This design comes from an exercise in tuning for small area on the open sky130 flow, not from production work. The RTL was checked by simulation tests, not by an equivalence proof against the original design. Power is estimated from default activity; no workload was simulated.

### flow/run.sh
#!/bin/bash
# synth_recipe.tcl (not shown) runs the flow's synth.tcl, then flattens the netlist and writes it again
# the make line also repeats each setting of config.mk as NAME=value (left out here)
make -C /OpenROAD-flow-scripts/flow DESIGN_CONFIG=/design/flow/config.mk WORK_HOME=/design/flow/orfs CLKGATE_MAP_FILE= SYNTH_SCRIPT=/design/flow/synth_recipe.tcl finish
### flow/config.mk
export PLATFORM = sky130hd
export DESIGN_NAME = HC_SR04_uart
export DESIGN_NICKNAME = HC_SR04_uart
export VERILOG_FILES = /design/flow/design.v
export SDC_FILE = /design/flow/constraint.sdc
export NUM_CORES = 4
export LEC_CHECK = 0
export CAP_MARGIN = 20
export CORE_MARGIN = 2
export CORE_UTILIZATION = 40
export SLEW_MARGIN = 20
### flow/constraint.sdc
create_clock -name core_clock -period 12.0 [get_ports {sys_clk}]
set_input_delay 2.4000 -clock core_clock [delete_from_list [all_inputs] [get_ports {sys_clk}]]
set_output_delay 2.4000 -clock core_clock [all_outputs]
set_load 0.01 [all_outputs]
### flow/design.v
module div_clk_us (
    input sys_clk,
    input sys_rst_n,
    output wire  clk_us
);
parameter [5:0] MAX_us = 6'd4;  
reg [5:0] cnt;
always @(posedge sys_clk or negedge sys_rst_n) begin
    if(!sys_rst_n)begin
        cnt <= 6'd0;
    end
    else if(cnt == MAX_us)begin
        cnt <= 6'd0;
    end
    else begin
        cnt <= cnt + 6'd1;
    end
end
assign clk_us = cnt >= MAX_us;  
endmodule
module trig_driver(
    input       sys_clk       ,
    input       sys_us        , 
    input       sys_rst_n     ,
    output      trig           
);
parameter T = 19'd29_9999; 
reg [18:0] cnt;
always @(posedge sys_clk or negedge sys_rst_n) begin
    if(!sys_rst_n)begin
        cnt <= 19'd0;
    end
    else if(!sys_us) begin
        cnt <= cnt;
    end
    else if(cnt == T)begin
        cnt <= 19'd0;
    end
    else begin
        cnt <= cnt + 1'd1;
    end
end
assign trig = (cnt <15 ) ? 1'b1 : 1'b0; 
endmodule
module echo_driver(
    input           sys_clk         ,
    input           sys_us          ,
    input           sys_rst_n       ,
    input           echo            ,
    output [18:0]   data_o           
);
	parameter T_MAX = 16'd5_9999; 
	reg				r1_echo,r2_echo;  
	wire			echo_pos,echo_neg; 
	reg		[15:00]	cnt		; 
	reg		[18:00]	data_r	;
	always @(posedge sys_clk or negedge sys_rst_n)begin  
		if(!sys_rst_n)begin  
			r1_echo <= 1'b0;
			r2_echo <= 1'b0;
		end  
		else begin  
			r1_echo <= echo;
			r2_echo <= r1_echo;
		end  
	end
	assign echo_pos = r1_echo & ~r2_echo;
	assign echo_neg = ~r1_echo & r2_echo;
	always @(posedge sys_clk or negedge sys_rst_n) begin
		if(!sys_rst_n) begin
			cnt <= 16'd0;
		end
		else if(echo_pos) begin
			cnt <= 16'd0;
		end
		else if(!sys_us) begin
			cnt <= cnt;
		end
		else if(r1_echo) begin 
			if(cnt == T_MAX) begin 
				cnt <= 16'd0;
			end
			else begin
				cnt <= cnt + 16'd1;
			end
		end
		else begin
			cnt <= cnt;
		end
	end
	always @(posedge sys_clk or negedge sys_rst_n)begin  
		if(!sys_rst_n)begin  
			data_r <= 19'd0;
		end  
		else if(echo_neg)begin  
			data_r <= (cnt << 4) + cnt;
		end  
		else begin  
			data_r <= data_r;
		end  
	end
	assign data_o = data_r >> 1;
endmodule
module uart_send
#(
    parameter  CLK        =   26'd50000000    ,     
    parameter  BAUD        =   17'd115200            
)
(
    input   wire            clk         ,
    input   wire            rstn        ,   
    input   wire    [7 : 0] data_in     ,    
    input   wire            flag_in     ,    
    output  wire            tx_done     , 
    output  reg             UART_tx          
);
    localparam Baud_Clk     =   CLK/BAUD       ;     
    reg             tx_en       ;    
    reg             flag_bit    ;    
    reg [8 : 0]     cnt_baud    ;    
    reg [3 : 0]     cnt_bit     ;    
    assign tx_done = cnt_bit == 4'd9 && flag_bit == 1'b1;
    always @(posedge clk or negedge rstn) begin
        if(!rstn) begin
            tx_en <= 1'b0;
        end
        else if(cnt_bit == 4'd9 && flag_bit == 1'b1) begin
            tx_en <= 1'b0;
        end
        else if(flag_in == 1'b1) begin
            tx_en <= 1'b1;
        end
    end
    always @(posedge clk or negedge rstn) begin
        if(!rstn) begin
            cnt_baud <= 9'd0;
        end
        else if(cnt_baud == Baud_Clk - 1'b1 || tx_en == 1'b0) begin
            cnt_baud <= 9'd0;
        end
        else begin
            cnt_baud <= cnt_baud + 9'd1;
        end
    end
    always @(posedge clk or negedge rstn) begin
        if(!rstn) begin
            flag_bit <= 1'b0;
        end
        else if(cnt_baud == 9'd1) begin
            flag_bit <= 1'b1;
        end
        else begin
            flag_bit <= 1'b0;
        end
    end
    always @(posedge clk or negedge rstn) begin
        if(!rstn) begin
            cnt_bit <= 4'd0;
        end
        else if(cnt_bit == 4'd9 && flag_bit == 1'b1) begin
            cnt_bit <= 4'd0;
        end
        else if(flag_bit == 1'b1 && tx_en == 1'b1) begin
            cnt_bit <= cnt_bit + 4'd1;
        end
        else begin
            cnt_bit <= cnt_bit;
        end
    end
    always @(posedge clk or negedge rstn) begin
        if(!rstn) begin
            UART_tx <= 1'd1;
        end
        else if(flag_bit == 1'b1) begin
            case (cnt_bit)
                0:       UART_tx <= 1'd0        ;
                1:       UART_tx <= data_in[0]  ;
                2:       UART_tx <= data_in[1]  ;
                3:       UART_tx <= data_in[2]  ;
                4:       UART_tx <= data_in[3]  ;
                5:       UART_tx <= data_in[4]  ;
                6:       UART_tx <= data_in[5]  ;
                7:       UART_tx <= data_in[6]  ;
                8:       UART_tx <= data_in[7]  ;
                9:       UART_tx <= 1'd1        ;
                default: UART_tx <= 1'd1        ;
            endcase
        end
    end
endmodule  
module uart_driver2 (
    input   wire            clk         ,
    input   wire            rstn        ,
    input   wire    [18:0]  data_in     ,  
	input   wire            UART_rx     ,
    output  wire            UART_tx     
);
localparam   CLK_50MHz   =   26'd10_230    ;  
wire            tx_done ;
wire            tx_falg; 
reg     [7:0]       data            ;
reg     [3:0]       xcnt            ;
reg		[3:0]	    cm_hund	        ; 
reg		[3:0]	    cm_ten	        ; 
reg		[3:0]	    cm_unit	        ; 
reg		[3:0]	    point_1	        ; 
reg		[3:0]	    point_2	        ; 
reg		[3:0]	    point_3	        ; 
reg     [25:0]      cnt_clk         ; 
wire                flag            ;
assign flag 	= cnt_clk == (CLK_50MHz/10); 
 always @(posedge clk or negedge rstn) begin
     if(!rstn) begin
         cnt_clk <= 0;
     end
     else if(flag) begin
         cnt_clk <= 0;
     end
     else begin
         cnt_clk <= cnt_clk + 1;
     end
 end
always @(posedge clk or negedge rstn)begin  
	if(!rstn)begin  
		cm_hund	<= 'd0;
		cm_ten	<= 'd0;
		cm_unit	<= 'd0;
		point_1	<= 'd0;
		point_2	<= 'd0;
		point_3	<= 'd0;
	end  
	else begin  
		cm_hund <= data_in % 10;
		cm_ten	<= data_in / 10 ** 1 % 10;
		cm_unit <= data_in / 10 ** 2 % 10;
		point_1 <= data_in / 10 ** 3 % 10;
		point_2 <= data_in / 10 ** 4 % 10;
		point_3 <= data_in / 10 ** 5 % 10;
	end  
end 
always@(posedge clk or negedge rstn) begin
    if(!rstn)
        xcnt <= 0;
    else if(tx_done)
        xcnt <= xcnt + 1'd1;
    else if(xcnt == 10)
        xcnt <= 0;
end
always @(*) begin
	case (xcnt)
		0    :    data = hex_data(point_3);
		1    :    data = hex_data(point_2);
		2    :    data = hex_data(point_1);
		3    :    data = "."              ;
		4    :    data = hex_data(cm_unit);
		5    :    data = hex_data(cm_ten) ;
		6    :    data = hex_data(cm_hund);
		7    :    data = "c"              ;
		8    :    data = "m"              ;
		9    :    data = "\n"             ;
		default:    data = 6'h30;
	endcase
end
function  [7:0]	hex_data;  
	input   [03:00]	data_i; 
	begin
		case(data_i)
			4'd0:hex_data = 8'h30;
			4'd1:hex_data = 8'h31;
			4'd2:hex_data = 8'h32;
			4'd3:hex_data = 8'h33;
			4'd4:hex_data = 8'h34;
			4'd5:hex_data = 8'h35;
			4'd6:hex_data = 8'h36;
			4'd7:hex_data = 8'h37;
			4'd8:hex_data = 8'h38;
			4'd9:hex_data = 8'h39;
			default:hex_data = 8'h30;
		endcase	
	end 
endfunction
uart_send #(.CLK(26'd5_000_000), .BAUD(17'd115200)) uart_send_inst(
             .clk                   (clk ),
             .rstn                  (rstn),
             .flag_in              (flag), 
             .data_in               (data), 
             .tx_done                (tx_done),
             .UART_tx                (UART_tx) 
);
endmodule
module HC_SR04_uart(
    input               sys_clk       ,
    input               sys_rst_n     ,
    input               echo          ,
    input        		uart_rx		  ,  
    output              trig          ,         
    output              uart_tx        
);
wire             clk_us;
wire [18:0]      data_o_r; 
div_clk_us div_clk_us_inst(
           .sys_clk         (sys_clk  ),
           .sys_rst_n       (sys_rst_n),
           .clk_us          (clk_us)
);
trig_driver trig_driver_inst(
    .sys_clk       (sys_clk),
           .sys_us        (clk_us), 
           .sys_rst_n     (sys_rst_n),
           .trig          (trig) 
);
echo_driver echo_driver_inst(
        .sys_clk         (sys_clk),
        .sys_us          (clk_us),
        .sys_rst_n       (sys_rst_n),
        .echo            (echo),
        .data_o          (data_o_r) 
);
uart_driver2 uart_driver2_inst(
	.clk         (sys_clk  ),
	.rstn        (sys_rst_n),
	.data_in	 (data_o_r	),
    .UART_rx     (uart_rx),
	.UART_tx     (uart_tx	)
);
endmodule
==> reports/qor.csv <==
metric,value,unit
Num CTS Buffers,17,
root buffer cell,clkbuf_16,
Synth area leaders,"dfrtp_1, nor2_1, xnor2_1, nand2_1, o21ai_0",
Peak VDD IR,75.28,uV
worst min-delay path class,reg2reg,
global-route wire length before repair,74970,um
vias in the first global route,15260,
"Slowest-stage cell, CP",dfrtp_1,
met1 GRT Util,28.88,%
"Max FO, Critical Path",22,
Clock Path Buffers,2,
ANT cells,0,
setup_tns,0,ps
nets@finish,2159,
met3 Use GR,4.018,%
final core utilization,43.22,%
Hold Path Stages,0,
GR Layer Usage met2,33.74,%
# fillers,4066,
Critical Path Sink Type,register,
GRT Max-Usage Layer,met2,
DRC Markers,0,
critical path arrival,11540,ps
Leak,6.647,nW
port bufs,4,
Max Fclk,89.46,MHz
worst hold slack,447.9,ps
Final ANT Viol Nets,0,
Layout Cells excl Fill,2655,
Synth cell types,128,
vias,16430,
"flops & latches, synth",129,
"area leader, netlist",dfrtp_1,
Reg area,0.003231,mm2
Worst Clk Skew,9.582,ps
Iter 0 DRT Violations,1316,
Final Worst Setup Slack,821.8,ps
area delta synth->final,6.702,%
"EDFF count, synth",0,
"Seq/Total Area, Yosys",20.11,%
Via density,6.187,
Area after DPL,0.01648,mm2
Cells after Synth,2188,
fin crit period,11180,ps
final instance area,0.01713,mm2
"slowest stage delay, CP",780,ps
unrepaired setup endpoints after global routing,false,
TritonCTS clock tree,built,
core area,0.03964,mm2
synthesized area,0.01606,mm2
Mapped Nets,2230,
multi-input logic area,0.01205,mm2
H-tree depth,4,
cts hold-fix bufs,0,
Synth Area per Inst,7.339,um2
clock latency (worst-skew pair),440,ps
largest net degree at the start of global routing,67,
Rows,73,
Slew HR,32.07,%
kind of critical path,reg2reg,
"FFs w/ async S/R, synth",100.0,%
gr ovfl total,0,
outcome,no timing/DRC/antenna violations,
Worst Path Required,12360,ps
CTS sink cnt,129,
initial antenna violation count,2,
Die ar.,0.04176,mm2
post-detail-place hpwl,32180,um
most frequent cells in the layout,"nor2_1, nand2_1, o21ai_0",
Final Slew Violations,0,
total power,1.117,mW
GPL Wtd Cong,0.9020,
Starting Density,40.51,%
layout cells sized above 1,9.061,%
pre-CTS setup slack,714.2,ps
worst slew pin tran,1015,ps
top-area cell type share of the netlist area,19.95,%
final period utilization,93.15,%
clk slew on worst S/H paths,60,ps
Pwr per Cell Area,65.21,mW/mm2
total track usage,21.24,%
"Warnings, synthesis",5,
First-pass DRT Iterations,5,
max cap viols,0,
post-CTS setup buffer count,0,
final WL,44200,um
Die X-Extent,204.4,um
Die Span Y,204.4,um
final hold vios,0,
"commonest non-fill, non-tap cell in the layout",nor2_1,
CP Launch Type,register,
Worst R2R Path Depth,35,
final setup vio count,0,
Ports,6,
top_reg_cell synth,dfrtp_1,
Placed Cells,2623,
Routed wire per std cell,16.65,um
[registers in the layout, summed over array words and instances, names as in the netlist, 6 cells and up]
| register | flops |
|---|---|
| uart_driver2_inst.cnt_clk | 26 |
| trig_driver_inst.cnt | 19 |
| echo_driver_inst.data_r | 18 |
| echo_driver_inst.cnt | 16 |
| uart_driver2_inst.uart_send_inst.cnt_baud | 9 |
| div_clk_us_inst.cnt | 6 |
[logic make-up after synthesis]
| kind of cell | after synthesis | synth area share (%) |
|---|---|---|
| compound gates | 740 | 32.78 |
| xor+xnor | 148 | 8.073 |
| fa+ha+maj | 52 | 3.881 |
| buf+inv | 195 | 5.049 |
| flops | 129 | 20.11 |
| mux | 45 | 3.047 |
| simple gates | 879 | 27.06 |
[worst paths after layout]
kind	startpoint	end	slack, ps
max	echo_driver_inst.data_r[14]	uart_driver2_inst.cm_ten[3]	820
min	echo_driver_inst.r1_echo	echo_driver_inst.r2_echo	450
max reg2reg	echo_driver_inst.data_r[14]	uart_driver2_inst.cm_ten[3]	820
min reg2reg	echo_driver_inst.r1_echo	echo_driver_inst.r2_echo	450
max in group asynchronous	sys_rst_n	echo_driver_inst.data_r[15]	8720
min in group asynchronous	sys_rst_n	uart_driver2_inst.xcnt[2]	1930
[metal layers]
metal | vias up | part of all wire (%) | wire (um)
met4 | 4 | 2.3 | 998
met2 | 514 | 45 | 19930
li1 | 8094 | - | -
met1 | 7740 | 47 | 20720
met5 | - | 0.070 | 31
met3 | 75 | 5.7 | 2511
[Yosys cell counts, types with 11 or more instances]
cell type,number
maj3_1,14
nand2_1,203
o22ai_1,22
a31oi_1,44
inv_1,52
buf_2,18
xor2_1,47
a21oi_1,141
o221ai_1,14
or2_2,18
clkbuf_1,95
o21ai_1,21
or3_1,22
nor4_1,27
dfrtp_1,128
and3_1,40
o211ai_1,29
o21bai_1,12
mux2i_1,26
nor2_1,236
nor2b_1,15
nor3_1,66
nand3_1,105
mux2_2,16
nand2b_1,23
xnor2_1,101
or4_1,11
a21o_1,23
a211oi_1,30
ha_1,37
o21a_1,20
o21ai_0,149
nand4_1,32
nor3b_1,11
and2_1,22
o31ai_1,20
buf_4,13
[power breakdown]
part           internal (mW)  switching, mW  leakage, nW
Combinational         0.0391         0.0787         4.60
Clock                  0.334          0.208        0.290
Sequential             0.446         0.0110         1.76
[cell type report]
cell class / count / area share, %
well taps: 525 / 3.834
inverters: 59 / 1.293
clock buffers: 18 / 2.563
multi-input cells: 1864 / 70.34
clock inverters: 14 / 1.037
flip-flops and latches: 129 / 18.86
repair buffers: 46 / 2.081
[timing repair]
action                                  in CTS  in global routing
resized for setup                            0                  8
endpoints found under the setup margin       0                  3
hold endpoints to repair                     0                  0
[critical path, delay by kind of cell, from the launching register on]
kind                     cells  cell delay, ps
AO/OA/AOI/OAI               19            5740
AND/OR/NAND/NOR             13            3930
flip-flops                   1             780
buffers and inverters        1             320
adder cells (fa/ha/maj)      1             180
XOR/XNOR                     1             140

-- what the ideal ports hide --
Ports are ideal in the flow. The routed layout listed here was re-timed in OpenROAD.
Step 1 assumes that a clkbuf_16 drives the clock port and a buf_2 every other input.
Step 2 moves the port delays by t, midway between the first and last clock arrival at a register: inputs arrive t later, outputs are due t later. That takes back most of the time a late clock gives input paths.
Slacks: ideal / step 1 / step 2; pairs: ideal / step 1.
t, ns: 0.488
setup WS [ns]: 0.822 / 0.822 / 0.822
worst data-port slew with drivers (ns): 0.04
After both steps setup and hold are still met in this run. The setup slack of this run moves by 0.000 ns with the drivers and by 0.000 ns with both steps.
